Context: an optimization exercise on an open-source flow, tuned for small area and a short achievable clock period. The choices shown serve that exercise and are no tape-out recipe.
The RTL was checked by simulation tests, not by an equivalence proof against the original design.
Power is estimated from default activity; no workload was simulated.

--- flow/config.mk ---
export PLATFORM = sky130hd
export DESIGN_NAME = FPM
export DESIGN_NICKNAME = FPM
export VERILOG_FILES = /design/flow/design.v
export SDC_FILE = /design/flow/constraint.sdc
export NUM_CORES = 4
export LEC_CHECK = 0
export CAP_MARGIN = 20
export CORE_MARGIN = 2
export CORE_UTILIZATION = 65
export CTS_CLUSTER_DIAMETER = 100
export CTS_CLUSTER_SIZE = 32
export PLACE_DENSITY = 0.8
export SETUP_SLACK_MARGIN = 0.95
export SLEW_MARGIN = 20
export SYNTH_HIERARCHICAL = 1
export SYNTH_MINIMUM_KEEP_SIZE = 0
--- flow/constraint.sdc ---
create_clock -name core_clock -period 3.0 [get_ports {clk}]
set_input_delay 0.6000 -clock core_clock [delete_from_list [all_inputs] [get_ports {clk}]]
set_output_delay 0.6000 -clock core_clock [all_outputs]
set_load 0.01 [all_outputs]
--- flow/design.v ---
module FPM(A, B, SUM, clk);
  input [31:0] A, B;
  input clk;
  output [31:0] SUM;
  wire       s0_sgn = A[31] ^ B[31];
  wire [7:0] s0_exp = A[30:23] + B[30:23] + 8'h81;
  wire n1 = A[1] & A[0];
  wire n2 = A[1] ^ A[0];
  wire n3 = A[2] & A[1];
  wire n4 = A[2] ^ A[1];
  wire n5 = A[3] & A[2];
  wire n6 = A[3] ^ A[2];
  wire n7 = A[4] & A[3];
  wire n8 = A[4] ^ A[3];
  wire n9 = A[5] & A[4];
  wire n10 = A[5] ^ A[4];
  wire n11 = A[6] & A[5];
  wire n12 = A[6] ^ A[5];
  wire n13 = A[7] & A[6];
  wire n14 = A[7] ^ A[6];
  wire n15 = A[8] & A[7];
  wire n16 = A[8] ^ A[7];
  wire n17 = A[9] & A[8];
  wire n18 = A[9] ^ A[8];
  wire n19 = A[10] & A[9];
  wire n20 = A[10] ^ A[9];
  wire n21 = A[11] & A[10];
  wire n22 = A[11] ^ A[10];
  wire n23 = A[12] & A[11];
  wire n24 = A[12] ^ A[11];
  wire n25 = A[13] & A[12];
  wire n26 = A[13] ^ A[12];
  wire n27 = A[14] & A[13];
  wire n28 = A[14] ^ A[13];
  wire n29 = A[15] & A[14];
  wire n30 = A[15] ^ A[14];
  wire n31 = A[16] & A[15];
  wire n32 = A[16] ^ A[15];
  wire n33 = A[17] & A[16];
  wire n34 = A[17] ^ A[16];
  wire n35 = A[18] & A[17];
  wire n36 = A[18] ^ A[17];
  wire n37 = A[19] & A[18];
  wire n38 = A[19] ^ A[18];
  wire n39 = A[20] & A[19];
  wire n40 = A[20] ^ A[19];
  wire n41 = A[21] & A[20];
  wire n42 = A[21] ^ A[20];
  wire n43 = A[22] & A[21];
  wire n44 = A[22] ^ A[21];
  wire n45 = 1'b1 & A[22];
  wire n46 = 1'b1 ^ A[22];
  wire n47 = n1 | (n2 & 1'b0);
  wire n48 = n2 & A[0];
  wire n49 = n3 | (n4 & n1);
  wire n50 = n4 & n2;
  wire n51 = n5 | (n6 & n3);
  wire n52 = n6 & n4;
  wire n53 = n7 | (n8 & n5);
  wire n54 = n8 & n6;
  wire n55 = n9 | (n10 & n7);
  wire n56 = n10 & n8;
  wire n57 = n11 | (n12 & n9);
  wire n58 = n12 & n10;
  wire n59 = n13 | (n14 & n11);
  wire n60 = n14 & n12;
  wire n61 = n15 | (n16 & n13);
  wire n62 = n16 & n14;
  wire n63 = n17 | (n18 & n15);
  wire n64 = n18 & n16;
  wire n65 = n19 | (n20 & n17);
  wire n66 = n20 & n18;
  wire n67 = n21 | (n22 & n19);
  wire n68 = n22 & n20;
  wire n69 = n23 | (n24 & n21);
  wire n70 = n24 & n22;
  wire n71 = n25 | (n26 & n23);
  wire n72 = n26 & n24;
  wire n73 = n27 | (n28 & n25);
  wire n74 = n28 & n26;
  wire n75 = n29 | (n30 & n27);
  wire n76 = n30 & n28;
  wire n77 = n31 | (n32 & n29);
  wire n78 = n32 & n30;
  wire n79 = n33 | (n34 & n31);
  wire n80 = n34 & n32;
  wire n81 = n35 | (n36 & n33);
  wire n82 = n36 & n34;
  wire n83 = n37 | (n38 & n35);
  wire n84 = n38 & n36;
  wire n85 = n39 | (n40 & n37);
  wire n86 = n40 & n38;
  wire n87 = n41 | (n42 & n39);
  wire n88 = n42 & n40;
  wire n89 = n43 | (n44 & n41);
  wire n90 = n44 & n42;
  wire n91 = n45 | (n46 & n43);
  wire n92 = n46 & n44;
  wire n93 = 1'b0 | (1'b1 & n45);
  wire n94 = 1'b1 & n46;
  wire n95 = 1'b0 | (1'b0 & 1'b0);
  wire n96 = 1'b0 & 1'b1;
  wire n97 = n49 | (n50 & 1'b0);
  wire n98 = n50 & A[0];
  wire n99 = n51 | (n52 & n47);
  wire n100 = n52 & n48;
  wire n101 = n53 | (n54 & n49);
  wire n102 = n54 & n50;
  wire n103 = n55 | (n56 & n51);
  wire n104 = n56 & n52;
  wire n105 = n57 | (n58 & n53);
  wire n106 = n58 & n54;
  wire n107 = n59 | (n60 & n55);
  wire n108 = n60 & n56;
  wire n109 = n61 | (n62 & n57);
  wire n110 = n62 & n58;
  wire n111 = n63 | (n64 & n59);
  wire n112 = n64 & n60;
  wire n113 = n65 | (n66 & n61);
  wire n114 = n66 & n62;
  wire n115 = n67 | (n68 & n63);
  wire n116 = n68 & n64;
  wire n117 = n69 | (n70 & n65);
  wire n118 = n70 & n66;
  wire n119 = n71 | (n72 & n67);
  wire n120 = n72 & n68;
  wire n121 = n73 | (n74 & n69);
  wire n122 = n74 & n70;
  wire n123 = n75 | (n76 & n71);
  wire n124 = n76 & n72;
  wire n125 = n77 | (n78 & n73);
  wire n126 = n78 & n74;
  wire n127 = n79 | (n80 & n75);
  wire n128 = n80 & n76;
  wire n129 = n81 | (n82 & n77);
  wire n130 = n82 & n78;
  wire n131 = n83 | (n84 & n79);
  wire n132 = n84 & n80;
  wire n133 = n85 | (n86 & n81);
  wire n134 = n86 & n82;
  wire n135 = n87 | (n88 & n83);
  wire n136 = n88 & n84;
  wire n137 = n89 | (n90 & n85);
  wire n138 = n90 & n86;
  wire n139 = n91 | (n92 & n87);
  wire n140 = n92 & n88;
  wire n141 = n93 | (n94 & n89);
  wire n142 = n94 & n90;
  wire n143 = n95 | (n96 & n91);
  wire n144 = n96 & n92;
  wire n145 = n101 | (n102 & 1'b0);
  wire n146 = n102 & A[0];
  wire n147 = n103 | (n104 & n47);
  wire n148 = n104 & n48;
  wire n149 = n105 | (n106 & n97);
  wire n150 = n106 & n98;
  wire n151 = n107 | (n108 & n99);
  wire n152 = n108 & n100;
  wire n153 = n109 | (n110 & n101);
  wire n154 = n110 & n102;
  wire n155 = n111 | (n112 & n103);
  wire n156 = n112 & n104;
  wire n157 = n113 | (n114 & n105);
  wire n158 = n114 & n106;
  wire n159 = n115 | (n116 & n107);
  wire n160 = n116 & n108;
  wire n161 = n117 | (n118 & n109);
  wire n162 = n118 & n110;
  wire n163 = n119 | (n120 & n111);
  wire n164 = n120 & n112;
  wire n165 = n121 | (n122 & n113);
  wire n166 = n122 & n114;
  wire n167 = n123 | (n124 & n115);
  wire n168 = n124 & n116;
  wire n169 = n125 | (n126 & n117);
  wire n170 = n126 & n118;
  wire n171 = n127 | (n128 & n119);
  wire n172 = n128 & n120;
  wire n173 = n129 | (n130 & n121);
  wire n174 = n130 & n122;
  wire n175 = n131 | (n132 & n123);
  wire n176 = n132 & n124;
  wire n177 = n133 | (n134 & n125);
  wire n178 = n134 & n126;
  wire n179 = n135 | (n136 & n127);
  wire n180 = n136 & n128;
  wire n181 = n137 | (n138 & n129);
  wire n182 = n138 & n130;
  wire n183 = n139 | (n140 & n131);
  wire n184 = n140 & n132;
  wire n185 = n141 | (n142 & n133);
  wire n186 = n142 & n134;
  wire n187 = n143 | (n144 & n135);
  wire n188 = n144 & n136;
  wire n189 = n153 | (n154 & 1'b0);
  wire n190 = n154 & A[0];
  wire n191 = n155 | (n156 & n47);
  wire n192 = n156 & n48;
  wire n193 = n157 | (n158 & n97);
  wire n194 = n158 & n98;
  wire n195 = n159 | (n160 & n99);
  wire n196 = n160 & n100;
  wire n197 = n161 | (n162 & n145);
  wire n198 = n162 & n146;
  wire n199 = n163 | (n164 & n147);
  wire n200 = n164 & n148;
  wire n201 = n165 | (n166 & n149);
  wire n202 = n166 & n150;
  wire n203 = n167 | (n168 & n151);
  wire n204 = n168 & n152;
  wire n205 = n169 | (n170 & n153);
  wire n206 = n170 & n154;
  wire n207 = n171 | (n172 & n155);
  wire n208 = n172 & n156;
  wire n209 = n173 | (n174 & n157);
  wire n210 = n174 & n158;
  wire n211 = n175 | (n176 & n159);
  wire n212 = n176 & n160;
  wire n213 = n177 | (n178 & n161);
  wire n214 = n178 & n162;
  wire n215 = n179 | (n180 & n163);
  wire n216 = n180 & n164;
  wire n217 = n181 | (n182 & n165);
  wire n218 = n182 & n166;
  wire n219 = n183 | (n184 & n167);
  wire n220 = n184 & n168;
  wire n221 = n185 | (n186 & n169);
  wire n222 = n186 & n170;
  wire n223 = n187 | (n188 & n171);
  wire n224 = n188 & n172;
  wire n225 = n205 | (n206 & 1'b0);
  wire n226 = n206 & A[0];
  wire n227 = n207 | (n208 & n47);
  wire n228 = n208 & n48;
  wire n229 = n209 | (n210 & n97);
  wire n230 = n210 & n98;
  wire n231 = n211 | (n212 & n99);
  wire n232 = n212 & n100;
  wire n233 = n213 | (n214 & n145);
  wire n234 = n214 & n146;
  wire n235 = n215 | (n216 & n147);
  wire n236 = n216 & n148;
  wire n237 = n217 | (n218 & n149);
  wire n238 = n218 & n150;
  wire n239 = n219 | (n220 & n151);
  wire n240 = n220 & n152;
  wire n241 = n221 | (n222 & n189);
  wire n242 = n222 & n190;
  wire n243 = n223 | (n224 & n191);
  wire n244 = n224 & n192;
  wire [25:0] s0_t3 = {(1'b0 ^ n241), (1'b1 ^ n239), (n46 ^ n237), (n44 ^ n235), (n42 ^ n233), (n40 ^ n231), (n38 ^ n229), (n36 ^ n227), (n34 ^ n225), (n32 ^ n203), (n30 ^ n201), (n28 ^ n199), (n26 ^ n197), (n24 ^ n195), (n22 ^ n193), (n20 ^ n191), (n18 ^ n189), (n16 ^ n151), (n14 ^ n149), (n12 ^ n147), (n10 ^ n145), (n8 ^ n99), (n6 ^ n97), (n4 ^ n47), (n2 ^ 1'b0), A[0]};
  wire [24:0] q = {1'b1, B[22:0], 1'b0};
  wire [7:0] s0_m1, s0_m2, s0_m3, s0_m4, s0_neg;
  genvar gi, gj;
  generate for (gi = 0; gi < 8; gi = gi + 1) begin : enc
    wire [3:0] g = q[3*gi+3:3*gi];
    assign s0_neg[gi] = g[3] & ~(g[2] & g[1] & g[0]);
    assign s0_m1[gi] = (g == 4'b0001) | (g == 4'b0010) | (g == 4'b1101) | (g == 4'b1110);
    assign s0_m2[gi] = (g == 4'b0011) | (g == 4'b0100) | (g == 4'b1011) | (g == 4'b1100);
    assign s0_m3[gi] = (g == 4'b0101) | (g == 4'b0110) | (g == 4'b1001) | (g == 4'b1010);
    assign s0_m4[gi] = (g == 4'b0111) | (g == 4'b1000);
  end endgenerate
  reg [22:0] r1_a;
  reg [25:1] r1_t3;
  reg [7:0]  r1_m1, r1_m2, r1_m3, r1_m4, r1_neg;
  reg        r1_sgn;
  reg [7:0]  r1_exp;
  always @(posedge clk) begin
    r1_a <= A[22:0]; r1_t3 <= s0_t3[25:1];
    r1_m1 <= s0_m1; r1_m2 <= s0_m2; r1_m3 <= s0_m3; r1_m4 <= s0_m4; r1_neg <= s0_neg;
    r1_sgn <= s0_sgn; r1_exp <= s0_exp;
  end
  wire [27:0] m1x = {3'b001, r1_a[22:0], 2'b00};      
  wire [25:0] m3x = {r1_t3, r1_a[0]};                   
  wire [25:0] pp [0:7];
  generate for (gi = 0; gi < 8; gi = gi + 1) begin : rw
    for (gj = 0; gj < 26; gj = gj + 1) begin : cl
      assign pp[gi][gj] = ((r1_m1[gi] & m1x[gj+2]) | (r1_m2[gi] & m1x[gj+1]) |
                           (r1_m3[gi] & m3x[gj]) | (r1_m4[gi] & m1x[gj])) ^ r1_neg[gi];
    end
  end endgenerate
  wire n245 = ~r1_neg[0];
  wire n246 = ~r1_neg[1];
  wire n247 = ~r1_neg[2];
  wire n248 = ~r1_neg[3];
  wire n249 = ~r1_neg[4];
  wire n250 = ~r1_neg[5];
  wire n251 = ~r1_neg[6];
  wire n252 = ~r1_neg[7];
  wire n253 = ~r1_neg[0];
  wire n254 = ~r1_neg[0];
  wire n255 = ~r1_neg[0];
  wire n256, n257;
  fpm_fa un256 (r1_neg[1], pp[0][3], pp[1][0], n256, n257);
  wire n258, n259;
  fpm_fa un258 (r1_neg[2], pp[0][6], pp[1][3], n258, n259);
  wire n260, n261;
  fpm_fa un260 (pp[0][7], pp[1][4], pp[2][1], n260, n261);
  wire n262, n263;
  fpm_fa un262 (pp[0][8], pp[1][5], pp[2][2], n262, n263);
  wire n264, n265;
  fpm_fa un264 (r1_neg[3], pp[0][9], pp[1][6], n264, n265);
  wire n266, n267;
  fpm_fa un266 (pp[0][10], pp[1][7], pp[2][4], n266, n267);
  wire n268, n269;
  fpm_fa un268 (pp[0][11], pp[1][8], pp[2][5], n268, n269);
  wire n270, n271;
  fpm_fa un270 (r1_neg[4], pp[0][12], pp[1][9], n270, n271);
  wire n272, n273;
  fpm_fa un272 (pp[2][6], pp[3][3], pp[4][0], n272, n273);
  wire n274, n275;
  fpm_fa un274 (pp[0][13], pp[1][10], pp[2][7], n274, n275);
  wire n276, n277;
  fpm_fa un276 (pp[0][14], pp[1][11], pp[2][8], n276, n277);
  wire n278, n279;
  fpm_fa un278 (r1_neg[5], pp[0][15], pp[1][12], n278, n279);
  wire n280, n281;
  fpm_fa un280 (pp[2][9], pp[3][6], pp[4][3], n280, n281);
  wire n282, n283;
  fpm_fa un282 (pp[0][16], pp[1][13], pp[2][10], n282, n283);
  wire n284, n285;
  fpm_fa un284 (pp[3][7], pp[4][4], pp[5][1], n284, n285);
  wire n286, n287;
  fpm_fa un286 (pp[0][17], pp[1][14], pp[2][11], n286, n287);
  wire n288, n289;
  fpm_fa un288 (pp[3][8], pp[4][5], pp[5][2], n288, n289);
  wire n290, n291;
  fpm_fa un290 (r1_neg[6], pp[0][18], pp[1][15], n290, n291);
  wire n292, n293;
  fpm_fa un292 (pp[2][12], pp[3][9], pp[4][6], n292, n293);
  wire n294, n295;
  fpm_fa un294 (pp[0][19], pp[1][16], pp[2][13], n294, n295);
  wire n296, n297;
  fpm_fa un296 (pp[3][10], pp[4][7], pp[5][4], n296, n297);
  wire n298, n299;
  fpm_fa un298 (pp[0][20], pp[1][17], pp[2][14], n298, n299);
  wire n300, n301;
  fpm_fa un300 (pp[3][11], pp[4][8], pp[5][5], n300, n301);
  wire n302, n303;
  fpm_fa un302 (r1_neg[7], pp[0][21], pp[1][18], n302, n303);
  wire n304, n305;
  fpm_fa un304 (pp[2][15], pp[3][12], pp[4][9], n304, n305);
  wire n306, n307;
  fpm_fa un306 (pp[5][6], pp[6][3], pp[7][0], n306, n307);
  wire n308, n309;
  fpm_fa un308 (pp[0][22], pp[1][19], pp[2][16], n308, n309);
  wire n310, n311;
  fpm_fa un310 (pp[3][13], pp[4][10], pp[5][7], n310, n311);
  wire n312, n313;
  fpm_ha hn312 (pp[6][4], pp[7][1], n312, n313);
  wire n314, n315;
  fpm_fa un314 (pp[0][23], pp[1][20], pp[2][17], n314, n315);
  wire n316, n317;
  fpm_fa un316 (pp[3][14], pp[4][11], pp[5][8], n316, n317);
  wire n318, n319;
  fpm_ha hn318 (pp[6][5], pp[7][2], n318, n319);
  wire n320, n321;
  fpm_fa un320 (r1_a[0], pp[0][24], pp[1][21], n320, n321);
  wire n322, n323;
  fpm_fa un322 (pp[2][18], pp[3][15], pp[4][12], n322, n323);
  wire n324, n325;
  fpm_fa un324 (pp[5][9], pp[6][6], pp[7][3], n324, n325);
  wire n326, n327;
  fpm_fa un326 (r1_a[1], pp[0][25], pp[1][22], n326, n327);
  wire n328, n329;
  fpm_fa un328 (pp[2][19], pp[3][16], pp[4][13], n328, n329);
  wire n330, n331;
  fpm_fa un330 (pp[5][10], pp[6][7], pp[7][4], n330, n331);
  wire n332, n333;
  fpm_fa un332 (r1_a[2], r1_neg[0], pp[1][23], n332, n333);
  wire n334, n335;
  fpm_fa un334 (pp[2][20], pp[3][17], pp[4][14], n334, n335);
  wire n336, n337;
  fpm_fa un336 (pp[5][11], pp[6][8], pp[7][5], n336, n337);
  wire n338, n339;
  fpm_fa un338 (r1_a[3], r1_neg[0], pp[1][24], n338, n339);
  wire n340, n341;
  fpm_fa un340 (pp[2][21], pp[3][18], pp[4][15], n340, n341);
  wire n342, n343;
  fpm_fa un342 (pp[5][12], pp[6][9], pp[7][6], n342, n343);
  wire n344, n345;
  fpm_fa un344 (r1_a[4], r1_neg[0], pp[1][25], n344, n345);
  wire n346, n347;
  fpm_fa un346 (pp[2][22], pp[3][19], pp[4][16], n346, n347);
  wire n348, n349;
  fpm_fa un348 (pp[5][13], pp[6][10], pp[7][7], n348, n349);
  wire n350, n351;
  fpm_fa un350 (r1_a[5], n246, n255, n350, n351);
  wire n352, n353;
  fpm_fa un352 (pp[2][23], pp[3][20], pp[4][17], n352, n353);
  wire n354, n355;
  fpm_fa un354 (pp[5][14], pp[6][11], pp[7][8], n354, n355);
  wire n356, n357;
  fpm_fa un356 (r1_a[6], 1'b1, pp[2][24], n356, n357);
  wire n358, n359;
  fpm_fa un358 (pp[3][21], pp[4][18], pp[5][15], n358, n359);
  wire n360, n361;
  fpm_ha hn360 (pp[6][12], pp[7][9], n360, n361);
  wire n362, n363;
  fpm_fa un362 (r1_a[7], 1'b1, pp[2][25], n362, n363);
  wire n364, n365;
  fpm_fa un364 (pp[3][22], pp[4][19], pp[5][16], n364, n365);
  wire n366, n367;
  fpm_ha hn366 (pp[6][13], pp[7][10], n366, n367);
  wire n368, n369;
  fpm_fa un368 (r1_a[8], n247, pp[3][23], n368, n369);
  wire n370, n371;
  fpm_fa un370 (pp[4][20], pp[5][17], pp[6][14], n370, n371);
  wire n372, n373;
  fpm_fa un372 (r1_a[9], 1'b1, pp[3][24], n372, n373);
  wire n374, n375;
  fpm_fa un374 (pp[4][21], pp[5][18], pp[6][15], n374, n375);
  wire n376, n377;
  fpm_fa un376 (r1_a[10], 1'b1, pp[3][25], n376, n377);
  wire n378, n379;
  fpm_fa un378 (pp[4][22], pp[5][19], pp[6][16], n378, n379);
  wire n380, n381;
  fpm_fa un380 (r1_a[11], n248, pp[4][23], n380, n381);
  wire n382, n383;
  fpm_fa un382 (pp[5][20], pp[6][17], pp[7][14], n382, n383);
  wire n384, n385;
  fpm_fa un384 (r1_a[12], 1'b1, pp[4][24], n384, n385);
  wire n386, n387;
  fpm_fa un386 (pp[5][21], pp[6][18], pp[7][15], n386, n387);
  wire n388, n389;
  fpm_fa un388 (r1_a[13], 1'b1, pp[4][25], n388, n389);
  wire n390, n391;
  fpm_fa un390 (pp[5][22], pp[6][19], pp[7][16], n390, n391);
  wire n392, n393;
  fpm_fa un392 (r1_a[14], n249, pp[5][23], n392, n393);
  wire n394, n395;
  fpm_fa un394 (r1_a[15], 1'b1, pp[5][24], n394, n395);
  wire n396, n397;
  fpm_fa un396 (r1_a[16], 1'b1, pp[5][25], n396, n397);
  wire n398, n399;
  fpm_fa un398 (r1_a[17], n250, pp[6][23], n398, n399);
  wire n400, n401;
  fpm_fa un400 (r1_a[18], 1'b1, pp[6][24], n400, n401);
  wire n402, n403;
  fpm_fa un402 (r1_a[19], 1'b1, pp[6][25], n402, n403);
  wire n404, n405;
  fpm_fa un404 (r1_a[20], n251, pp[7][23], n404, n405);
  wire n406, n407;
  fpm_fa un406 (r1_a[21], 1'b1, pp[7][24], n406, n407);
  wire n408, n409;
  fpm_fa un408 (r1_a[22], 1'b1, pp[7][25], n408, n409);
  wire n410, n411;
  fpm_ha hn410 (pp[3][4], pp[4][1], n410, n411);
  wire n412, n413;
  fpm_ha hn412 (pp[3][5], pp[4][2], n412, n413);
  wire n414, n415;
  fpm_ha hn414 (pp[5][3], pp[6][0], n414, n415);
  wire n416, n417;
  fpm_ha hn416 (pp[6][20], pp[7][17], n416, n417);
  wire n418, n419;
  fpm_ha hn418 (pp[6][21], pp[7][18], n418, n419);
  wire n420, n421;
  fpm_ha hn420 (pp[6][22], pp[7][19], n420, n421);
  wire n422 = r1_neg[0] & pp[0][0];
  wire n423 = r1_neg[0] | pp[0][0];
  wire n424 = 1'b0 | (pp[0][1] & n422);
  reg [186:0] r2_m;
  reg        r2_sgn;
  reg [7:0]  r2_exp;
  always @(posedge clk) begin
    r2_m <= {n409, r1_neg[7], n408, n407, n406, n405, n404, n403, n402, n401, pp[7][22], n400, n399, pp[7][21], n398, n397, n421, pp[7][20], n396, n395, n420, n419, n394, n393, n418, n417, n392, n391, n389, n416, n390, n388, n387, n385, n386, n384, n383, n381, n382, n380, n379, n377, n378, n376, n375, n373, pp[7][13], n374, n372, n371, n369, pp[7][12], n370, n368, n365, n363, n367, pp[7][11], n364, n362, n359, n357, n366, n361, n358, n356, n355, n353, n360, n351, n354, n352, n349, n347, n345, n350, n348, n346, n344, n343, n341, n339, n342, n340, n338, n337, n335, n333, n336, n334, n332, n331, n329, n327, n330, n328, n326, n325, n323, n321, n324, n322, n320, n317, n315, n319, n316, n314, n311, n309, n318, n313, n310, n308, n307, n305, n303, n312, n306, n304, n302, n301, n299, n300, n298, n297, n295, pp[6][2], n296, n294, n293, n291, n415, pp[6][1], n292, n290, n289, n287, n414, n288, n286, n285, n283, n284, n282, n281, n279, n280, n278, n277, n413, pp[5][0], n276, n275, n412, n411, n274, n273, n271, n410, n272, n270, n269, n268, n267, pp[3][2], n266, n265, pp[3][1], n264, n263, pp[3][0], pp[2][3], n262, n261, n260, n259, n258, pp[2][0], pp[1][2], pp[0][5], n257, pp[1][1], pp[0][4], n256, n424, pp[0][2]};
    r2_sgn <= r1_sgn; r2_exp <= r1_exp;
  end
  wire n426, n427;
  fpm_fa un426 (r2_m[3], r2_m[4], r2_m[5], n426, n427);
  wire n428, n429;
  fpm_fa un428 (r2_m[14], r2_m[15], r2_m[16], n428, n429);
  wire n430, n431;
  fpm_fa un430 (r2_m[18], r2_m[19], r2_m[20], n430, n431);
  wire n432, n433;
  fpm_fa un432 (r2_m[21], r2_m[22], r2_m[23], n432, n433);
  wire n434, n435;
  fpm_fa un434 (r2_m[24], r2_m[25], r2_m[26], n434, n435);
  wire n436, n437;
  fpm_fa un436 (r2_m[27], r2_m[28], r2_m[29], n436, n437);
  wire n438, n439;
  fpm_fa un438 (r2_m[31], r2_m[32], r2_m[33], n438, n439);
  wire n440, n441;
  fpm_fa un440 (r2_m[35], r2_m[36], r2_m[37], n440, n441);
  wire n442, n443;
  fpm_fa un442 (r2_m[40], r2_m[41], r2_m[42], n442, n443);
  wire n444, n445;
  fpm_fa un444 (r2_m[44], r2_m[45], r2_m[46], n444, n445);
  wire n446, n447;
  fpm_fa un446 (r2_m[48], r2_m[49], r2_m[50], n446, n447);
  wire n448, n449;
  fpm_fa un448 (r2_m[53], r2_m[54], r2_m[55], n448, n449);
  wire n450, n451;
  fpm_fa un450 (r2_m[56], r2_m[57], r2_m[58], n450, n451);
  wire n452, n453;
  fpm_fa un452 (r2_m[59], r2_m[60], r2_m[61], n452, n453);
  wire n454, n455;
  fpm_ha hn454 (r2_m[62], r2_m[63], n454, n455);
  wire n456, n457;
  fpm_fa un456 (r2_m[64], r2_m[65], r2_m[66], n456, n457);
  wire n458, n459;
  fpm_ha hn458 (r2_m[67], r2_m[68], n458, n459);
  wire n460, n461;
  fpm_fa un460 (r2_m[69], r2_m[70], r2_m[71], n460, n461);
  wire n462, n463;
  fpm_fa un462 (r2_m[72], r2_m[73], r2_m[74], n462, n463);
  wire n464, n465;
  fpm_fa un464 (r2_m[75], r2_m[76], r2_m[77], n464, n465);
  wire n466, n467;
  fpm_fa un466 (r2_m[78], r2_m[79], r2_m[80], n466, n467);
  wire n468, n469;
  fpm_fa un468 (r2_m[81], r2_m[82], r2_m[83], n468, n469);
  wire n470, n471;
  fpm_fa un470 (r2_m[84], r2_m[85], r2_m[86], n470, n471);
  wire n472, n473;
  fpm_fa un472 (r2_m[87], r2_m[88], r2_m[89], n472, n473);
  wire n474, n475;
  fpm_fa un474 (r2_m[90], r2_m[91], r2_m[92], n474, n475);
  wire n476, n477;
  fpm_fa un476 (r2_m[93], r2_m[94], r2_m[95], n476, n477);
  wire n478, n479;
  fpm_fa un478 (r2_m[96], r2_m[97], r2_m[98], n478, n479);
  wire n480, n481;
  fpm_fa un480 (r2_m[99], r2_m[100], r2_m[101], n480, n481);
  wire n482, n483;
  fpm_fa un482 (r2_m[102], r2_m[103], r2_m[104], n482, n483);
  wire n484, n485;
  fpm_fa un484 (r2_m[105], r2_m[106], r2_m[107], n484, n485);
  wire n486, n487;
  fpm_fa un486 (r2_m[108], r2_m[109], r2_m[110], n486, n487);
  wire n488, n489;
  fpm_fa un488 (r2_m[111], r2_m[112], r2_m[113], n488, n489);
  wire n490, n491;
  fpm_fa un490 (r2_m[114], r2_m[115], r2_m[116], n490, n491);
  wire n492, n493;
  fpm_fa un492 (r2_m[117], r2_m[118], r2_m[119], n492, n493);
  wire n494, n495;
  fpm_fa un494 (r2_m[120], r2_m[121], r2_m[122], n494, n495);
  wire n496, n497;
  fpm_fa un496 (r2_m[123], r2_m[124], r2_m[125], n496, n497);
  wire n498, n499;
  fpm_fa un498 (r2_m[126], r2_m[127], r2_m[128], n498, n499);
  wire n500, n501;
  fpm_fa un500 (r2_m[129], r2_m[130], r2_m[131], n500, n501);
  wire n502, n503;
  fpm_fa un502 (r2_m[132], r2_m[133], r2_m[134], n502, n503);
  wire n504, n505;
  fpm_fa un504 (r2_m[135], r2_m[136], r2_m[137], n504, n505);
  wire n506, n507;
  fpm_ha hn506 (r2_m[138], r2_m[139], n506, n507);
  wire n508, n509;
  fpm_fa un508 (r2_m[140], r2_m[141], r2_m[142], n508, n509);
  wire n510, n511;
  fpm_ha hn510 (r2_m[143], r2_m[144], n510, n511);
  wire n512, n513;
  fpm_fa un512 (r2_m[145], r2_m[146], r2_m[147], n512, n513);
  wire n514, n515;
  fpm_fa un514 (r2_m[149], r2_m[150], r2_m[151], n514, n515);
  wire n516, n517;
  fpm_fa un516 (r2_m[153], r2_m[154], r2_m[155], n516, n517);
  wire n518, n519;
  fpm_fa un518 (r2_m[157], r2_m[158], r2_m[159], n518, n519);
  wire n520, n521;
  fpm_fa un520 (r2_m[161], r2_m[162], r2_m[163], n520, n521);
  wire n522, n523;
  fpm_fa un522 (r2_m[165], r2_m[166], r2_m[167], n522, n523);
  wire n524, n525;
  fpm_fa un524 (r2_m[169], r2_m[170], r2_m[171], n524, n525);
  wire n526, n527;
  fpm_fa un526 (r2_m[173], r2_m[174], r2_m[175], n526, n527);
  wire n528, n529;
  fpm_fa un528 (r2_m[176], r2_m[177], r2_m[178], n528, n529);
  wire n530, n531;
  fpm_fa un530 (r2_m[6], r2_m[7], n427, n530, n531);
  wire n532, n533;
  fpm_fa un532 (r2_m[30], n435, n436, n532, n533);
  wire n534, n535;
  fpm_fa un534 (r2_m[34], n437, n438, n534, n535);
  wire n536, n537;
  fpm_fa un536 (r2_m[38], r2_m[39], n439, n536, n537);
  wire n538, n539;
  fpm_fa un538 (r2_m[43], n441, n442, n538, n539);
  wire n540, n541;
  fpm_fa un540 (r2_m[47], n443, n444, n540, n541);
  wire n542, n543;
  fpm_fa un542 (r2_m[51], r2_m[52], n445, n542, n543);
  wire n544, n545;
  fpm_fa un544 (n447, n448, n450, n544, n545);
  wire n546, n547;
  fpm_fa un546 (n454, n449, n451, n546, n547);
  wire n548, n549;
  fpm_fa un548 (n455, n458, n453, n548, n549);
  wire n550, n551;
  fpm_fa un550 (n459, n457, n460, n550, n551);
  wire n552, n553;
  fpm_fa un552 (n461, n463, n464, n552, n553);
  wire n554, n555;
  fpm_fa un554 (n465, n467, n468, n554, n555);
  wire n556, n557;
  fpm_fa un556 (n469, n471, n472, n556, n557);
  wire n558, n559;
  fpm_fa un558 (n473, n475, n476, n558, n559);
  wire n560, n561;
  fpm_fa un560 (n477, n479, n480, n560, n561);
  wire n562, n563;
  fpm_fa un562 (n481, n483, n484, n562, n563);
  wire n564, n565;
  fpm_fa un564 (n485, n487, n488, n564, n565);
  wire n566, n567;
  fpm_fa un566 (n489, n491, n492, n566, n567);
  wire n568, n569;
  fpm_fa un568 (n493, n495, n496, n568, n569);
  wire n570, n571;
  fpm_fa un570 (n497, n499, n500, n570, n571);
  wire n572, n573;
  fpm_fa un572 (n506, n501, n503, n572, n573);
  wire n574, n575;
  fpm_fa un574 (n507, n510, n505, n574, n575);
  wire n576, n577;
  fpm_fa un576 (r2_m[148], n511, n509, n576, n577);
  wire n578, n579;
  fpm_fa un578 (r2_m[152], n513, n514, n578, n579);
  wire n580, n581;
  fpm_fa un580 (r2_m[156], n515, n516, n580, n581);
  wire n582, n583;
  fpm_fa un582 (r2_m[160], n517, n518, n582, n583);
  wire n584, n585;
  fpm_fa un584 (r2_m[164], n519, n520, n584, n585);
  wire n586, n587;
  fpm_fa un586 (r2_m[168], n521, n522, n586, n587);
  wire n588, n589;
  fpm_fa un588 (r2_m[172], n523, n524, n588, n589);
  wire n590, n591;
  fpm_fa un590 (r2_m[179], r2_m[180], n529, n590, n591);
  wire n592, n593;
  fpm_fa un592 (r2_m[8], r2_m[9], n531, n592, n593);
  wire n594, n595;
  fpm_ha hn594 (r2_m[10], r2_m[11], n594, n595);
  wire n596, n597;
  fpm_ha hn596 (r2_m[12], r2_m[13], n596, n597);
  wire n598, n599;
  fpm_ha hn598 (r2_m[17], n428, n598, n599);
  wire n600, n601;
  fpm_ha hn600 (n429, n430, n600, n601);
  wire n602, n603;
  fpm_ha hn602 (n431, n432, n602, n603);
  wire n604, n605;
  fpm_ha hn604 (n433, n434, n604, n605);
  wire n606, n607;
  fpm_fa un606 (n440, n536, n535, n606, n607);
  wire n608, n609;
  fpm_ha hn608 (n537, n538, n608, n609);
  wire n610, n611;
  fpm_ha hn610 (n539, n540, n610, n611);
  wire n612, n613;
  fpm_fa un612 (n446, n542, n541, n612, n613);
  wire n614, n615;
  fpm_ha hn614 (n543, n544, n614, n615);
  wire n616, n617;
  fpm_fa un616 (n452, n546, n545, n616, n617);
  wire n618, n619;
  fpm_fa un618 (n456, n547, n548, n618, n619);
  wire n620, n621;
  fpm_fa un620 (n462, n549, n550, n620, n621);
  wire n622, n623;
  fpm_fa un622 (n466, n551, n552, n622, n623);
  wire n624, n625;
  fpm_fa un624 (n470, n553, n554, n624, n625);
  wire n626, n627;
  fpm_fa un626 (n474, n555, n556, n626, n627);
  wire n628, n629;
  fpm_fa un628 (n478, n557, n558, n628, n629);
  wire n630, n631;
  fpm_fa un630 (n482, n559, n560, n630, n631);
  wire n632, n633;
  fpm_fa un632 (n486, n561, n562, n632, n633);
  wire n634, n635;
  fpm_fa un634 (n490, n563, n564, n634, n635);
  wire n636, n637;
  fpm_fa un636 (n494, n565, n566, n636, n637);
  wire n638, n639;
  fpm_fa un638 (n498, n567, n568, n638, n639);
  wire n640, n641;
  fpm_fa un640 (n502, n569, n570, n640, n641);
  wire n642, n643;
  fpm_fa un642 (n504, n572, n571, n642, n643);
  wire n644, n645;
  fpm_fa un644 (n508, n573, n574, n644, n645);
  wire n646, n647;
  fpm_fa un646 (n512, n575, n576, n646, n647);
  wire n648, n649;
  fpm_ha hn648 (n577, n578, n648, n649);
  wire n650, n651;
  fpm_ha hn650 (n579, n580, n650, n651);
  wire n652, n653;
  fpm_ha hn652 (n581, n582, n652, n653);
  wire n654, n655;
  fpm_ha hn654 (n583, n584, n654, n655);
  wire n656, n657;
  fpm_ha hn656 (n585, n586, n656, n657);
  wire n658, n659;
  fpm_ha hn658 (n587, n588, n658, n659);
  wire n660, n661;
  fpm_fa un660 (n525, n526, n589, n660, n661);
  wire n662, n663;
  fpm_ha hn662 (n527, n528, n662, n663);
  wire n664, n665;
  fpm_fa un664 (r2_m[181], r2_m[182], n591, n664, n665);
  wire n666, n667;
  fpm_ha hn666 (r2_m[183], r2_m[184], n666, n667);
  wire n668, n669;
  fpm_ha hn668 (r2_m[185], r2_m[186], n668, n669);
  wire n670 = r2_m[0] & r2_m[1];
  wire n671 = r2_m[0] | r2_m[1];
  wire n672 = 1'b0 | (r2_m[2] & n670);
  wire n674 = 1'b0 | (n426 & n672);
  reg [82:0] r3_m;
  reg        r3_sgn;
  reg [7:0]  r3_exp;
  always @(posedge clk) begin
    r3_m <= {n668, n667, n665, n666, n664, n590, n663, n661, n662, n660, n659, n658, n657, n656, n655, n654, n653, n652, n651, n650, n649, n647, n648, n646, n645, n644, n643, n641, n642, n640, n639, n638, n637, n636, n635, n634, n633, n632, n631, n630, n629, n628, n627, n626, n625, n624, n623, n622, n621, n620, n619, n618, n617, n616, n615, n613, n614, n612, n611, n610, n609, n607, n608, n606, n534, n533, n532, n605, n604, n603, n602, n601, n600, n599, n598, n597, n596, n595, n593, n594, n592, n674, n530};
    r3_sgn <= r2_sgn; r3_exp <= r2_exp;
  end
  wire [47:0] n676 = {r3_m[81], r3_m[79], r3_m[78], r3_m[76], r3_m[74], r3_m[72], r3_m[70], r3_m[68], r3_m[66], r3_m[64], r3_m[62], r3_m[60], r3_m[58], r3_m[56], r3_m[54], r3_m[52], r3_m[50], r3_m[48], r3_m[46], r3_m[44], r3_m[42], r3_m[40], r3_m[38], r3_m[36], r3_m[34], r3_m[32], r3_m[30], r3_m[28], r3_m[26], r3_m[24], r3_m[22], r3_m[20], r3_m[19], r3_m[17], r3_m[15], r3_m[13], r3_m[11], r3_m[9], r3_m[7], r3_m[5], r3_m[3], r3_m[2], r3_m[0], 1'b0, 1'b0, 1'b0, 1'b0, 1'b0};
  wire [47:0] n677 = {r3_m[82], r3_m[80], 1'b0, r3_m[77], r3_m[75], r3_m[73], r3_m[71], r3_m[69], r3_m[67], r3_m[65], r3_m[63], r3_m[61], r3_m[59], r3_m[57], r3_m[55], r3_m[53], r3_m[51], r3_m[49], r3_m[47], r3_m[45], r3_m[43], r3_m[41], r3_m[39], r3_m[37], r3_m[35], r3_m[33], r3_m[31], r3_m[29], r3_m[27], r3_m[25], r3_m[23], r3_m[21], 1'b0, r3_m[18], r3_m[16], r3_m[14], r3_m[12], r3_m[10], r3_m[8], r3_m[6], r3_m[4], 1'b0, r3_m[1], 1'b0, 1'b0, 1'b0, 1'b0, 1'b0};
  wire [2:0] n678 = {1'b0, n676[6:5]} + {1'b0, n677[6:5]};
  wire [8:0] n679 = {1'b0, n676[14:7]} + {1'b0, n677[14:7]};
  wire [8:0] n680 = {1'b0, n676[22:15]} + {1'b0, n677[22:15]};
  wire [6:0] n681 = {1'b0, n676[28:23]} + {1'b0, n677[28:23]};
  wire [6:0] n682 = {1'b0, n676[34:29]} + {1'b0, n677[34:29]};
  wire [6:0] n683 = {1'b0, n676[40:35]} + {1'b0, n677[40:35]};
  wire [7:0] n684 = {1'b0, n676[47:41]} + {1'b0, n677[47:41]};
  reg r4_lg0;
  reg r4_lg1;
  reg r4_lp1;
  reg r4_lg2;
  reg r4_lp2;
  reg [5:0] r4_us0;
  reg r4_ug0;
  reg r4_up0;
  reg [5:0] r4_us1;
  reg r4_ug1;
  reg r4_up1;
  reg [5:0] r4_us2;
  reg r4_ug2;
  reg r4_up2;
  reg [6:0] r4_us3;
  reg r4_ug3;
  reg r4_up3;
  reg        r4_sgn;
  reg [7:0]  r4_exp;
  always @(posedge clk) begin
    r4_lg0 <= n678[2];
    r4_lg1 <= n679[8];
    r4_lp1 <= &(n676[14:7] | n677[14:7]);
    r4_lg2 <= n680[8];
    r4_lp2 <= &(n676[22:15] | n677[22:15]);
    r4_us0 <= n681[5:0];
    r4_ug0 <= n681[6];
    r4_up0 <= &(n676[28:23] | n677[28:23]);
    r4_us1 <= n682[5:0];
    r4_ug1 <= n682[6];
    r4_up1 <= &(n676[34:29] | n677[34:29]);
    r4_us2 <= n683[5:0];
    r4_ug2 <= n683[6];
    r4_up2 <= &(n676[40:35] | n677[40:35]);
    r4_us3 <= n684[6:0];
    r4_ug3 <= n684[7];
    r4_up3 <= &(n676[47:41] | n677[47:41]);
    r4_sgn <= r3_sgn; r4_exp <= r3_exp;
  end
  wire n685 = r4_lg1 | (r4_lp1 & r4_lg0);
  wire n686 = r4_lg2 | (r4_lp2 & n685);
  wire [5:0] n687;
  assign n687[0] = 1'b1;
  assign n687[1] = &r4_us0[0:0];
  assign n687[2] = &r4_us0[1:0];
  assign n687[3] = &r4_us0[2:0];
  assign n687[4] = &r4_us0[3:0];
  assign n687[5] = &r4_us0[4:0];
  wire [5:0] n688 = r4_us0 ^ ({6{n686}} & n687);
  wire n689 = r4_ug0 | (r4_up0 & n686);
  wire [5:0] n690;
  assign n690[0] = 1'b1;
  assign n690[1] = &r4_us1[0:0];
  assign n690[2] = &r4_us1[1:0];
  assign n690[3] = &r4_us1[2:0];
  assign n690[4] = &r4_us1[3:0];
  assign n690[5] = &r4_us1[4:0];
  wire [5:0] n691 = r4_us1 ^ ({6{n689}} & n690);
  wire n692 = r4_ug1 | (r4_up1 & n689);
  wire [5:0] n693;
  assign n693[0] = 1'b1;
  assign n693[1] = &r4_us2[0:0];
  assign n693[2] = &r4_us2[1:0];
  assign n693[3] = &r4_us2[2:0];
  assign n693[4] = &r4_us2[3:0];
  assign n693[5] = &r4_us2[4:0];
  wire [5:0] n694 = r4_us2 ^ ({6{n692}} & n693);
  wire n695 = r4_ug2 | (r4_up2 & n692);
  wire [6:0] n696;
  assign n696[0] = 1'b1;
  assign n696[1] = &r4_us3[0:0];
  assign n696[2] = &r4_us3[1:0];
  assign n696[3] = &r4_us3[2:0];
  assign n696[4] = &r4_us3[3:0];
  assign n696[5] = &r4_us3[4:0];
  assign n696[6] = &r4_us3[5:0];
  wire [6:0] n697 = r4_us3 ^ ({7{n695}} & n696);
  wire n698 = r4_ug3 | (r4_up3 & n695);
  wire [24:0] n699 = {n697, n694, n691, n688};
  reg [24:0] r5_p;
  reg        r5_sgn;
  reg [7:0]  r5_exp;
  always @(posedge clk) begin
    r5_p <= n699;
    r5_sgn <= r4_sgn; r5_exp <= r4_exp;
  end
  wire [31:0] n700 = {r5_sgn, r5_exp + {7'd0, r5_p[24]}, r5_p[24] ? r5_p[23:1] : r5_p[22:0]};
  reg [31:0] r6_o;
  always @(posedge clk) r6_o <= n700;
  reg [31:0] r7_o;
  always @(posedge clk) r7_o <= r6_o;
  reg [31:0] r8_o;
  always @(posedge clk) r8_o <= r7_o;
  reg [31:0] r9_o;
  always @(posedge clk) r9_o <= r8_o;
  reg [31:0] r10_o;
  always @(posedge clk) r10_o <= r9_o;
  assign SUM = r10_o;
endmodule
module fpm_fa(a, b, c, s, co);
  input a, b, c;
  output s, co;
  assign s = a ^ b ^ c;
  assign co = (a & b) | (a & c) | (b & c);
endmodule
module fpm_ha(a, b, s, co);
  input a, b;
  output s, co;
  assign s = a ^ b;
  assign co = a & b;
endmodule
--- flow/run.sh ---
#!/bin/bash
# synth_recipe.tcl (not shown) runs the flow's synth.tcl, then flattens the netlist and writes it again
# the make line also repeats each setting of config.mk as NAME=value (left out here)
make -C /OpenROAD-flow-scripts/flow DESIGN_CONFIG=/design/flow/config.mk WORK_HOME=/design/flow/orfs CLKGATE_MAP_FILE= SYNTH_SCRIPT=/design/flow/synth_recipe.tcl finish
==> results of run 1 <==
## Yosys stat by module, one instance, submodules excluded
| module | times used | flops+latches | cells | cell area [µm²] |
|---|---|---|---|---|
| fpm_ha | 32 | 0 | 1 | 12.51 |
| fpm_fa | 173 | 0 | 1 | 20.02 |
| FPM | 1 | 624 | 2015 | 22840 |
## placed cells by master (no fill, tap or decap), types with 44 or more instances in the layout
master and count:
fa_1 177, a21oi_1 44, buf_4 87, a22o_1 168
clkdlybuf4s50_1 45, dfxtp_1 596, xnor2_1 263, a221oi_1 176
ha_1 120, inv_1 103
## critical path: stages
cell and delay [ns]:
dlygate4sd2_1 0.29, ha_4 0.30, o21a_1 0.14, o31a_1 0.26, o2111ai_2 0.20, a21boi_2 0.26
a221oi_4 0.11, nor4b_2 0.31, a211oi_2 0.06
## per-layer routing
layer | vias to the layer above | share of wire | track usage
li1 | 7808 | - | -
met1 | 8470 | 0.39 | 0.3655
met2 | 1168 | 0.46 | 0.4509
met3 | 244 | 0.12 | 0.07504
met4 | 2 | 0.038 | 0.09974
met5 | - | 0.00015 | 0
## sequential cells by signal, indices dropped and copies added (netlist names), 25 cells and up
| register | cells |
|---|---|
| r5_p | 25 |
| r10_o | 32 |
| r6_o | 32 |
| r2_m | 187 |
| r7_o | 32 |
| r9_o | 32 |
| r8_o | 32 |
| r1_t3 | 25 |
| r3_m | 83 |
## cell families (layout without fill, tap and decap cells)
family | Yosys count | count (layout) | share of synthesized area
xor+xnor | 287 | 287 | 0.09414
other cells | 1 | 13 | 0.0001404
mux | 23 | 23 | 0.009700
buf+inv | 286 | 317 | 0.04058
compound gates | 521 | 521 | 0.1571
fa+ha+maj | 320 | 320 | 0.2003
flops | 624 | 624 | 0.4679
simple gates | 158 | 158 | 0.03018
## layout make-up
class	instances	share of cell area
multi-input cells	1321	0.4598
flip-flops and latches	624	0.4285
repair buffers	184	0.05444
well taps	532	0.02277
clock buffers	23	0.01969
inverters	108	0.01387
clock inverters	2	0.0008559
diodes	1	0.00008559
## cell usage after synthesis, types with 23 or more instances
master | number | area (µm²)
a21o_1 | 28 | 210.2
a21oi_1 | 46 | 230.2
a221oi_1 | 176 | 1541
a22o_1 | 168 | 1471
clkbuf_1 | 158 | 593.1
dfxtp_1 | 624 | 12490
fa_1 | 179 | 3583
ha_1 | 141 | 1764
inv_1 | 106 | 397.9
nand2_1 | 36 | 135.1
nor2_1 | 34 | 127.6
o21ai_1 | 23 | 115.1
xnor2_1 | 263 | 2303
xor2_1 | 24 | 210.2
## worst paths after layout
check / from / end / cells past startpoint
worst max-delay path: A[5] / r1_t3[23]$_DFF_P_ / 9
worst min-delay path: A[0] / r1_a[0]$_DFF_P_ / 1
worst max register to register: r1_a[6]$_DFF_P_ / r2_m[80]$_DFF_P_ / 5
worst min register to register: r3_exp[6]$_DFF_P_ / r4_exp[6]$_DFF_P_ / 0
## per-stage QoR
stage / setup TNS, ns / setup WS (ns) / instances / total power, W
CTS: 0 / 0.9517 / 2790 / 0.02729
finish: 0 / 0.9400 / 2795 / 0.02710
floorplan: 0 / 0.6100 / 2231 / 0.01984
global placement: -0.1382 / -0.1013 / 2760 / 0.02271
global route: 0 / 0.9062 / 2795 / 0.02917
detailed placement: -0.3480 / -0.1673 / 2760 / 0.02354
## where the power goes
group,internal [W],total [W],switching [W]
clock network,0.00141,0.00375,0.00234
registers,0.0117,0.0135,0.00177
logic,0.00488,0.00984,0.00496
total,0.0180,0.0271,0.00907
## repair_timing
item                                    in CTS  in global routing
endpoints found under the setup margin      94                 78
setup buffers                                5                  4
resized for setup                           82                 49
pin swaps                                   11                 12
==> summary.md, run 1 <==
| Metric | Value |
|---|---|
| Worst EP arrival | 2.53 ns |
| Syn-to-layout area delta | 9.494% |
| Htree depth | 1 |
| Slew Viols, Final | 0 |
| Initial cell density of the core | 0.6569 |
| Final wirelength | 59840 µm |
| Root Driver | clkbuf_16 |
| Via density | 6.330 |
| Total GRT Usage | 0.2798 |
| Post-layout util | 0.7193 |
| Die footprint | 42710 µm² |
| Fmax | 485.4 MHz |
| ANT nets after route | 0 |
| Lkg Pwr | 11.94 nW |
| First-pass GRT wire length | 93120 µm |
| Die Ht | 206.7 µm |
| Register area | 12530 µm² |
| Drt wl/cell | 21.41 µm |
| TritonCTS Sinks | 624 |
| RSZ-0062 raised after global routing | true |
| R2r setup slk | 0.95 ns |
| Min Hold Slack | 0.1211 ns |
| DR vias | 17690 |
| Post-route design area | 29240 µm² |
| Status | finished clean |
| Syn_area_per_cell | 12.03 µm² |
| Core Box Area | 40650 µm² |
| # hold bufs at CTS | 0 |
| IO buf count | 96 |
| Antenna violations before repair | 3 |
| Setup-failing EPs final | 0 |
| Pwr dens | 926.8 nW/µm² |
| Setup CP Type | input pin to flip-flop |
| Vias in the first global route | 17530 |
| Post-detail-place hpwl | 41620 µm |
| Clk Latency, worst-skew pair | 0.59 ns |
| RePlAce Congestion | 0.9538 |
| Fill count | 2750 |
| Max_slew headroom | 0.4462 |
| Synthesized cell area | 26700 µm² |
| Distinct cells, synth | 61 |
| Synth warn | 7 |
| Worst Tran Pin Value | 0.8296 ns |
| Min Tclk post-route | 2.060 ns |
| DR pass1 iterations | 6 |
| Synth async-reset ratio | 0 |
| # nets final | 2647 |
| VDD IR-drop max | 548.3 µV |
| Endpoints failing hold | 0 |
| Number of synthesized flops with an enable pin | 0 |
| Worst EP required | 3.47 ns |
| Io pins | 97 |
| Total CTS buffers | 23 |
| CTS tree | done |
| Max Cap Violations | 0 |
| Crit. End Element | flip-flop |
| GRT overflow | 0 |
| Cell Area, Placed | 28450 µm² |
| Final period util | 0.6867 |
| Critical path peak fanout | 4 |
| Fraction of the yosys area taken by sequential cells | 0.4679 |
| Layout cell share with drive strength beyond 1 | 0.08842 |
| Primary FF master, synth | dfxtp_1 |
| CP startpoint kind | input pin |
| Largest net degree at the start of global routing | 33 |
| Synth Instances | 2220 |
| Residual DRC count | 0 |
| Die width | 206.7 µm |
| Flops & latches, synth | 624 |
| Multi-input gate area | 13440 µm² |
| Clock skew | 0.02500 ns |
| Clk slew on worst S/H paths | 0.11 ns |
| Clock Tree Buf Depth | 3 |
| Initial DRC Count | 2036 |
| Core Rows | 74 |
| HP Class | input pin to flip-flop |
==> run 2, diff against run 1 <==
--- a/flow/config.mk
+++ b/flow/config.mk
@@ -7,11 +7,10 @@
 export LEC_CHECK = 0
 export CAP_MARGIN = 20
 export CORE_MARGIN = 2
-export CORE_UTILIZATION = 65
+export CORE_UTILIZATION = 55
 export CTS_CLUSTER_DIAMETER = 100
 export CTS_CLUSTER_SIZE = 32
-export PLACE_DENSITY = 0.8
-export SETUP_SLACK_MARGIN = 0.95
+export SETUP_SLACK_MARGIN = 1.0
 export SLEW_MARGIN = 20
 export SYNTH_HIERARCHICAL = 1
 export SYNTH_MINIMUM_KEEP_SIZE = 0
==> run 2 against run 1 <==
- still clean
- die area increased by 18%
- final cell count increased by 3.5%
- non-clock buffer count increased by 10
- core utilization decreased by 10 points
- largest cell class unchanged
- largest power group unchanged
==> summary.md, run 2 <==
| Metric | Value |
|---|---|
| Logic gate share of total power | 0.356 (was 0.363) |
| Initial DRC Count | 1541 (was 2036) |
| TritonCTS Sinks | 624 (unchanged) |
| Status | finished clean (unchanged) |
| Syn-to-layout area delta | 10.88% (was 9.494%) |
| NetSw | 0.009048 W (was 0.009069 W) |
| Pre-CTS WS | -0.1795 ns (was -0.1673 ns) |
| Placed Instances | 2855 (was 2760) |
| DR pass1 iterations | 6 (unchanged) |
| Final WS setup | 0.9955 ns (was 0.9400 ns) |
| Clk slew on worst S/H paths | 0.12 ns (was 0.11 ns) |
| HP Class | input pin to flip-flop (unchanged) |
| Largest net degree at the start of global routing | 33 (unchanged) |
| Clock Tree Buf Depth | 3 (unchanged) |
| Largest cells by area after synthesis | dfxtp_1 (47%), fa_1 (13%), xnor2_1 (8.6%), ha_1 (6.6%), a221oi_1 (5.8%) (unchanged) |
| Drt wl/cell | 21.13 µm (was 21.41 µm) |
| XOR/XNOR share of the synthesized area | 0.09414 (unchanged) |
| Fmax | 498.9 MHz (was 485.4 MHz) |
| Via density | 5.872 (was 6.330) |
| Crit. End Element | flip-flop (unchanged) |
| Vias in the first global route | 17180 (was 17530) |
| Most frequent cell after synthesis | dfxtp_1 (unchanged) |
| Post-synthesis mux area share | 0.009700 (unchanged) |
| IO buf count | 96 (unchanged) |
| Max_slew headroom | 0.4969 (was 0.4462) |
| Most frequent cells in the layout | dfxtp_1 (590), xnor2_1 (263), fa_1 (173), a22o_1 (168), a221oi_1 (161) (was dfxtp_1 (596), xnor2_1 (263), fa_1 (177), a221oi_1 (176), a22o_1 (168)) |
| Core Rows | 80 (was 74) |
| Synth area leader | dfxtp_1 (unchanged) |
| Antenna violations before repair | 3 (unchanged) |
| M1 wire length | 26920 µm (was 23160 µm) |
| Final wirelength | 61140 µm (was 59840 µm) |
| Compound-cell area share of the yosys netlist | 0.1571 (unchanged) |
| Io pins | 97 (unchanged) |
| Sequential share of power | 0.498 (was 0.499) |
| Die width | 224.3 µm (was 206.7 µm) |
| Most common cell after layout, fill and taps aside | dfxtp_1 (unchanged) |
| Internal power | 0.01805 W (was 0.01803 W) |
| Root Driver | clkbuf_16 (unchanged) |
| Slew Viols, Final | 0 (unchanged) |
| CP startpoint kind | input pin (unchanged) |
| Total GRT Usage | 0.2427 (was 0.2798) |
| Pwr dens | 915.2 nW/µm² (was 926.8 nW/µm²) |
| Clock skew | 0.02577 ns (was 0.02500 ns) |
| Length of routed met2 wiring | 27360 µm (was 27250 µm) |
| Max Cap Violations | 0 (unchanged) |
| Worst EP required | 3.50 ns (was 3.47 ns) |
| GRT overflow | 0 (unchanged) |
| Initial cell density of the core | 0.5581 (was 0.6569) |
| Critical path peak fanout | 4 (unchanged) |
| Flops & latches, synth | 624 (unchanged) |
| Worst EP arrival | 2.51 ns (was 2.53 ns) |
| Die footprint | 50320 µm² (was 42710 µm²) |
| Post-detail-place hpwl | 43130 µm (was 41620 µm) |
| Synth warn | 7 (unchanged) |
| Largest family of logic cells by synthesized area | adder cells (unchanged) |
| ANT nets after route | 0 (unchanged) |
| # nets final | 2658 (was 2647) |
| CTS tree | done (unchanged) |
| Primary FF master, synth | dfxtp_1 (unchanged) |
| Setup CP Type | input pin to flip-flop (unchanged) |
| Uppermost layer routed | met4 (was met5) |
| Endpoints failing hold | 0 (unchanged) |
| DR vias | 17000 (was 17690) |
| RSZ-0062 raised after global routing | true (unchanged) |
| Finished Layout Cells | 2894 (was 2795) |
| Number of synthesized flops with an enable pin | 0 (unchanged) |
| First-pass GRT wire length | 95830 µm (was 93120 µm) |
| Post-Synth Adder-Cell Area | 0.2003 (unchanged) |
| Synth async-reset ratio | 0 (unchanged) |
| Top flop regs | r2_m: 187 flops, r3_m: 83 flops (unchanged) |
| WL met3 | 4970 µm (was 7159 µm) |
| Post-synth top cells | dfxtp_1 (624), xnor2_1 (263), fa_1 (179) (unchanged) |
| Total CTS buffers | 24 (was 23) |
| Final period util | 0.6682 (was 0.6867) |
| Largest register FFs | 187 (unchanged) |
| Biggest register | r2_m (unchanged) |
| Simple-Gate Fraction of Synth Area | 0.03018 (unchanged) |
| Synth Instances | 2220 (unchanged) |
| Setup-failing EPs final | 0 (unchanged) |
| Core Box Area | 47850 µm² (was 40650 µm²) |
| Worst Tran Pin Value | 0.7536 ns (was 0.8296 ns) |
| Diode count | 0 (was 1) |
| Syn_area_per_cell | 12.03 µm² (unchanged) |
| RePlAce Congestion | 0.8934 (was 0.9538) |
| Synth top area share | 0.4679 (unchanged) |
| Lkg Pwr | 12.03 nW (was 11.94 nW) |
| Residual DRC count | 0 (unchanged) |
| VDD IR-drop max | 671.8 µV (was 548.3 µV) |
| Die Ht | 224.3 µm (was 206.7 µm) |
| Clk Latency, worst-skew pair | 0.61 ns (was 0.59 ns) |
| Distinct cells, synth | 61 (unchanged) |
| Synthesized cell area | 26700 µm² (unchanged) |
| Htree depth | 1 (unchanged) |
| Fraction of the yosys area taken by sequential cells | 0.4679 (unchanged) |
| Layout cell share with drive strength beyond 1 | 0.1106 (was 0.08842) |
| Sw frac | 0.3340 (was 0.3347) |
| Clock share of power | 0.146 (was 0.138) |
| Min Tclk post-route | 2.005 ns (was 2.060 ns) |
| Post-layout util | 0.6188 (was 0.7193) |
==> run 2: cell counts after synthesis <==
Identical to the previous run, type by type.
==> run 2: kinds of logic (layout without fill, tap and decap cells) <==
| logic type | count (synthesis) | count (layout) |
|---|---|---|
| flops | 624 | 624 |
| compound gates | 521 | 521 |
| fa+ha+maj | 320 | 320 |
| xor+xnor | 287 | 287 |
| buf+inv | 286 | 334 |
| simple gates | 158 | 158 |
| mux | 23 | 23 |
| other cells | 1 | 12 |
==> run 2: path summary, 6_finish.rpt <==
kind / endpoint / cells after the start / startpoint / slack, ns
max: r1_t3[23]$_DFF_P_ / 11 / A[1] / 1.0
min: r1_a[0]$_DFF_P_ / 1 / A[0] / 0.11
max reg2reg: r2_m[11]$_DFF_P_ / 5 / r1_a[5]$_DFF_P_ / 1.02
min reg2reg: r7_o[25]$_DFF_P_ / 0 / r6_o[25]$_DFF_P_ / 0.34
==> run 2: cell type report <==
class | instances | area (µm²)
clock buffers | 24 | 600.6
multi-input cells | 1321 | 13580
inverters | 108 | 405.4
clock inverters | 8 | 77.57
well taps | 615 | 769.5
repair buffers | 194 | 1629
fillers | 3888 | 18240
flip-flops and latches | 624 | 12540
==> run 2: power by group through the flow <==
stage	combinational (W)	clock (W)	sequential, W
after floorplan	0.00680	0	0.0130
after detailed placement	0.00980	0	0.0137
after global placement	0.00955	0	0.0136
after global routing	0.0112	0.00439	0.0139
final	0.00964	0.00396	0.0135
after CTS	0.00978	0.00412	0.0135
==> run 2: layer usage <==
layer  vias to the layer above  global-route usage
li1                       7825                   -
met1                      8358              0.3350
met2                       689              0.3813
met3                       123             0.05134
met4                         0             0.08161
met5                         -                   0
==> run 2: per-stage QoR <==
stage | hold slack (ns) | total power, W | setup TNS [ns] | instance area, µm²
after floorplan | 0.3096 | 0.01984 | 0 | 26890
after global placement | 0.3098 | 0.02316 | -0.2540 | 28630
after detailed placement | 0.3121 | 0.02351 | -0.5237 | 28630
after CTS | 0.1266 | 0.02741 | 0 | 29410
after global routing | 0.08758 | 0.02949 | 0 | 29600
final | 0.1092 | 0.02709 | 0 | 29600
==> run 2: critical path, stage by stage <==
cell and delay, ns:
buf_8 0.08, ha_4 0.13, inv_2 0.03, fa_2 0.36
nor2b_2 0.14, o31a_1 0.24, o2111ai_2 0.17, a21boi_2 0.26
a221oi_4 0.11, nor4b_2 0.31, a211oi_2 0.07
==> run 2: timing repair <==
action                                 CTS  global route
pin swaps                               12            32
buffers inserted                         4             3
cloned                                   0             0
gates resized for setup                 98            83
endpoints found under the hold margin    0             0
hold buffers                             0             0
setup endpoints to repair              128            75
==> run 2: modules after synthesis, one instance, submodules excluded <==
module	area, µm²	flops+latches	times used
FPM	22840	624	1
fpm_fa	20.02	0	173
fpm_ha	12.51	0	32
==> run 3, diff against run 2 <==
--- a/flow/config.mk
+++ b/flow/config.mk
@@ -10,7 +10,7 @@
 export CORE_UTILIZATION = 55
 export CTS_CLUSTER_DIAMETER = 100
 export CTS_CLUSTER_SIZE = 32
-export SETUP_SLACK_MARGIN = 1.0
+export SETUP_SLACK_MARGIN = 0.85
 export SLEW_MARGIN = 20
 export SYNTH_HIERARCHICAL = 1
 export SYNTH_MINIMUM_KEEP_SIZE = 0
==> run 3 against run 2 <==
- synthesized cell count unchanged
- die area unchanged
- critical path depth down 8
- combinational power about the same
- cell area down 0.76%
- area after synthesis unchanged
- critical path type is now flip-flop to flip-flop
==> summary.md, run 3 <==
| Metric | Value |
|---|---|
| Final wirelength | 60410 µm (was 61140 µm) |
| VDD IR-drop max | 550.5 µV (was 671.8 µV) |
| Largest net degree at the start of global routing | 33 (unchanged) |
| Synthesized cell area | 26700 µm² (unchanged) |
| R2R cell count | 3 (was 5) |
| First-pass GRT wire length | 94910 µm (was 95830 µm) |
| ANT nets after route | 0 (unchanged) |
| Total CTS buffers | 23 (was 24) |
| Reg-to-Reg Start | r1_m1[3]$_DFF_P_ (was r1_a[5]$_DFF_P_) |
| Fraction of the yosys area taken by sequential cells | 0.4679 (unchanged) |
| Endpoints failing hold | 0 (unchanged) |
| Worst Tran Pin Value | 0.9521 ns (was 0.7536 ns) |
| Most common cell after layout, fill and taps aside | dfxtp_1 (unchanged) |
| Most frequent cells in the layout | dfxtp_1 (611), xnor2_1 (263), fa_1 (177), a221oi_1 (176), a22o_1 (168) (was dfxtp_1 (590), xnor2_1 (263), fa_1 (173), a22o_1 (168), a221oi_1 (161)) |
| Htree depth | 1 (unchanged) |
| Crit. End Element | flip-flop (unchanged) |
| Biggest register | r2_m (unchanged) |
| Io pins | 97 (unchanged) |
| Primary FF master, synth | dfxtp_1 (unchanged) |
| GRT overflow | 0 (unchanged) |
| Flops & latches, synth | 624 (unchanged) |
| Hold Path Depth | 1 (unchanged) |
| Clock Tree Buf Depth | 3 (unchanged) |
| Fmax | 464.1 MHz (was 498.9 MHz) |
| Worst EP arrival | 2.64 ns (was 2.51 ns) |
| Synth Instances | 2220 (unchanged) |
| Fill count | 3918 (was 3888) |
| RePlAce Congestion | 0.9244 (was 0.8934) |
| Most frequent cell after synthesis | dfxtp_1 (unchanged) |
| Diode count | 0 (unchanged) |
| Synth area leader | dfxtp_1 (unchanged) |
| Status | finished clean (unchanged) |
| Number of synthesized flops with an enable pin | 0 (unchanged) |
| IO buf count | 96 (unchanged) |
| Top flop regs | r2_m: 187 flops, r3_m: 83 flops (unchanged) |
| HP Class | input pin to flip-flop (unchanged) |
| Largest register FFs | 187 (unchanged) |
| Pwr dens | 917.4 nW/µm² (was 915.2 nW/µm²) |
| Lkg Pwr | 11.93 nW (was 12.03 nW) |
| Core Box Area | 47850 µm² (unchanged) |
| Clk slew on worst S/H paths | 0.12 ns (about the same) |
| TritonCTS Sinks | 624 (unchanged) |
| Initial cell density of the core | 0.5581 (unchanged) |
| Distinct cells, synth | 61 (unchanged) |
| Synth async-reset ratio | 0 (unchanged) |
| Synth top area share | 0.4679 (unchanged) |
| Clock skew | 0.02279 ns (was 0.02577 ns) |
| Post-detail-place hpwl | 42440 µm (was 43130 µm) |
| Total GRT Usage | 0.2396 (was 0.2427) |
| CTS tree | done (unchanged) |
| Largest cells by area after synthesis | dfxtp_1 (47%), fa_1 (13%), xnor2_1 (8.6%), ha_1 (6.6%), a221oi_1 (5.8%) (unchanged) |
| Multi-input gate area | 13400 µm² (was 13580 µm²) |
| Critical-path cell list | a221oi_1 > xnor2_1 > fa_1 (was buf_8 > ha_4 > inv_2 > fa_2 > nor2b_2 > o31a_1 > o2111ai_2 > a21boi_2 > a221oi_4 > nor4b_2 > a211oi_2) |
| Min Tclk post-route | 2.155 ns (was 2.005 ns) |
| Via density | 5.867 (was 5.872) |
| Die Ht | 224.3 µm (unchanged) |
| Core Rows | 80 (unchanged) |
| Critical path peak fanout | 20 (was 4) |
| Crit Reg-Reg Endpoint | r2_m[74]$_DFF_P_ (was r2_m[11]$_DFF_P_) |
| Post-route setup TNS | 0 ns (unchanged) |
| CP max-delay cell | dfxtp_1 (was fa_2) |
| DR pass1 iterations | 5 (was 6) |
| Clk Latency, worst-skew pair | 0.61 ns (about the same) |
| Register area | 12510 µm² (was 12540 µm²) |
| Antenna violations before repair | 1 (was 3) |
| Die width | 224.3 µm (unchanged) |
| CP startpoint kind | flip-flop (was input pin) |
| Worst Hold Endpoint | r1_a[0]$_DFF_P_ (unchanged) |
| Die footprint | 50320 µm² (unchanged) |
| Placed Instances | 2848 (was 2855) |
| Drt wl/cell | 20.95 µm (was 21.13 µm) |
## run 3: cell count changes in the layout (fill, tap and decap cells not counted), sizes merged
| cell | delta |
|---|---|
| clkbuf | -3 |
| clkinv | -4 |
| clkinvlp | +1 |
| dlymetal6s2s | +4 |
| buf | -11 |
| inv | -2 |
| dlygate4sd2 | -32 |
| clkdlybuf4s50 | +37 |
## run 3: area by class of cell
cell class / instances / share of cell area
Clock buffer: 25 / 0.02019
Clock inverter: 3 / 0.001235
Inverter: 108 / 0.01380
Multi-Input combinational cell: 1321 / 0.4561
Sequential cell: 624 / 0.4257
Tap cell: 615 / 0.02619
Timing Repair Buffer: 188 / 0.05677
## run 3: routing by layer
layer  GRT usage  wire length [µm]
met5           0                13
met1      0.3438             26890
met3     0.04677              5064
met4     0.07157              1843
met2      0.3683             26600
## run 3: worst max path at each step
stage                           startpoint                 to  slack, ns  cells past startpoint
after CTS                             A[1]  r1_t3[23]$_DFF_P_       0.81                     11
final                     r1_m1[3]$_DFF_P_   r2_m[74]$_DFF_P_       0.85                      3
after global routing                 A[11]  r1_t3[25]$_DFF_P_       0.81                      9
after floorplan                       A[0]  r1_t3[23]$_DFF_P_       0.61                     10
after global placement                A[1]  r1_t3[23]$_DFF_P_      -0.11                     11
after detailed placement              A[1]  r1_t3[23]$_DFF_P_      -0.18                     11
## run 3: per-stage QoR
step / worst slack, ns / hold WS (ns) / area, µm² / utilization
5_1_grt: 0.8080 / 0.1273 / 29380 / 0.6140
3_5_place_dp: -0.1764 / 0.3121 / 28510 / 0.5959
2_1_floorplan: 0.6100 / 0.3096 / 26810 / -
3_3_place_gp: -0.1142 / 0.3100 / 28510 / 0.5959
6_report: 0.8451 / 0.1392 / 29380 / 0.6140
4_1_cts: 0.8098 / 0.2654 / 29240 / 0.6110
## run 3: report_power, final
group	switching [W]	total (W)	leakage (nW)	internal, W
Sequential	0.00173	0.0135	5.26	0.0117
Clock	0.00239	0.00384	0.306	0.00145
Combinational	0.00478	0.00966	6.37	0.00488
Total	0.00890	0.0270	11.9	0.0181
## run 3: logic make-up after synthesis
family / share of synthesized area
AND/OR/NAND/NOR: 0.03018
other: 0.0001404
flip-flops: 0.4679
AO/OA/AOI/OAI: 0.1571
buffers and inverters: 0.04058
XOR/XNOR: 0.09414
adder cells (fa/ha/maj): 0.2003
multiplexers: 0.009700
## run 3: modules after synthesis, one instance, submodules excluded
module | cells | area (µm²) | flip-flops and latches
FPM | 2015 | 22840 | 624
fpm_fa | 1 | 20.02 | 0
fpm_ha | 1 | 12.51 | 0
## run 3: timing repair
| action | in CTS | in global routing |
|---|---|---|
| endpoints found under the setup margin | 17 | 40 |
| pin swaps | 7 | 11 |
| resized for setup | 23 | 50 |
| setup buffers | 4 | 4 |
| hold buffers | 0 | 0 |
## run 3: critical path, delay by kind of cell, from the launching register on
family,cells,cell delay [ns]
adder cells (fa/ha/maj),1,0.46
XOR/XNOR,1,0.38
AO/OA/AOI/OAI,1,0.24
flip-flops,1,0.94

==> re-timing with driven ports <==
Ports are ideal in the flow. The routed layouts listed here were re-timed in OpenROAD. Step 1: set_driving_cell puts a clkbuf_16 on clk and a buf_2 on each other input, an assumption about the parent block. Step 2, shift: input delay + t, output delay - t, t = (earliest + latest rising clock arrival at the registers) / 2. This alone moves slack from input paths to output paths. Three values: no drivers, after step 1, after step 2; two values: the first two.
| run | shift t [ns] | setup slack, ns | worst setup path at the end | latest minus earliest clock arrival (ns) | worst register clock-pin slew, ns |
|---|---|---|---|---|---|
| run 1 | 0.631 | 0.940 / 0.950 / 0.349 | input to register | 0.026 / 0.025 | 0.12 / 0.12 |
| run 2 | 0.655 | 0.995 / 1.004 / 0.349 | input to register | 0.030 / 0.030 | 0.12 / 0.12 |
| run 3 | 0.651 | 0.845 / 0.845 / 0.284 | input to register | 0.026 / 0.025 | 0.12 / 0.12 |
After both steps every run listed still meets setup and hold. The setup slack of run 2, which loses most, moves by +0.009 ns with the drivers and by -0.646 ns with both steps.
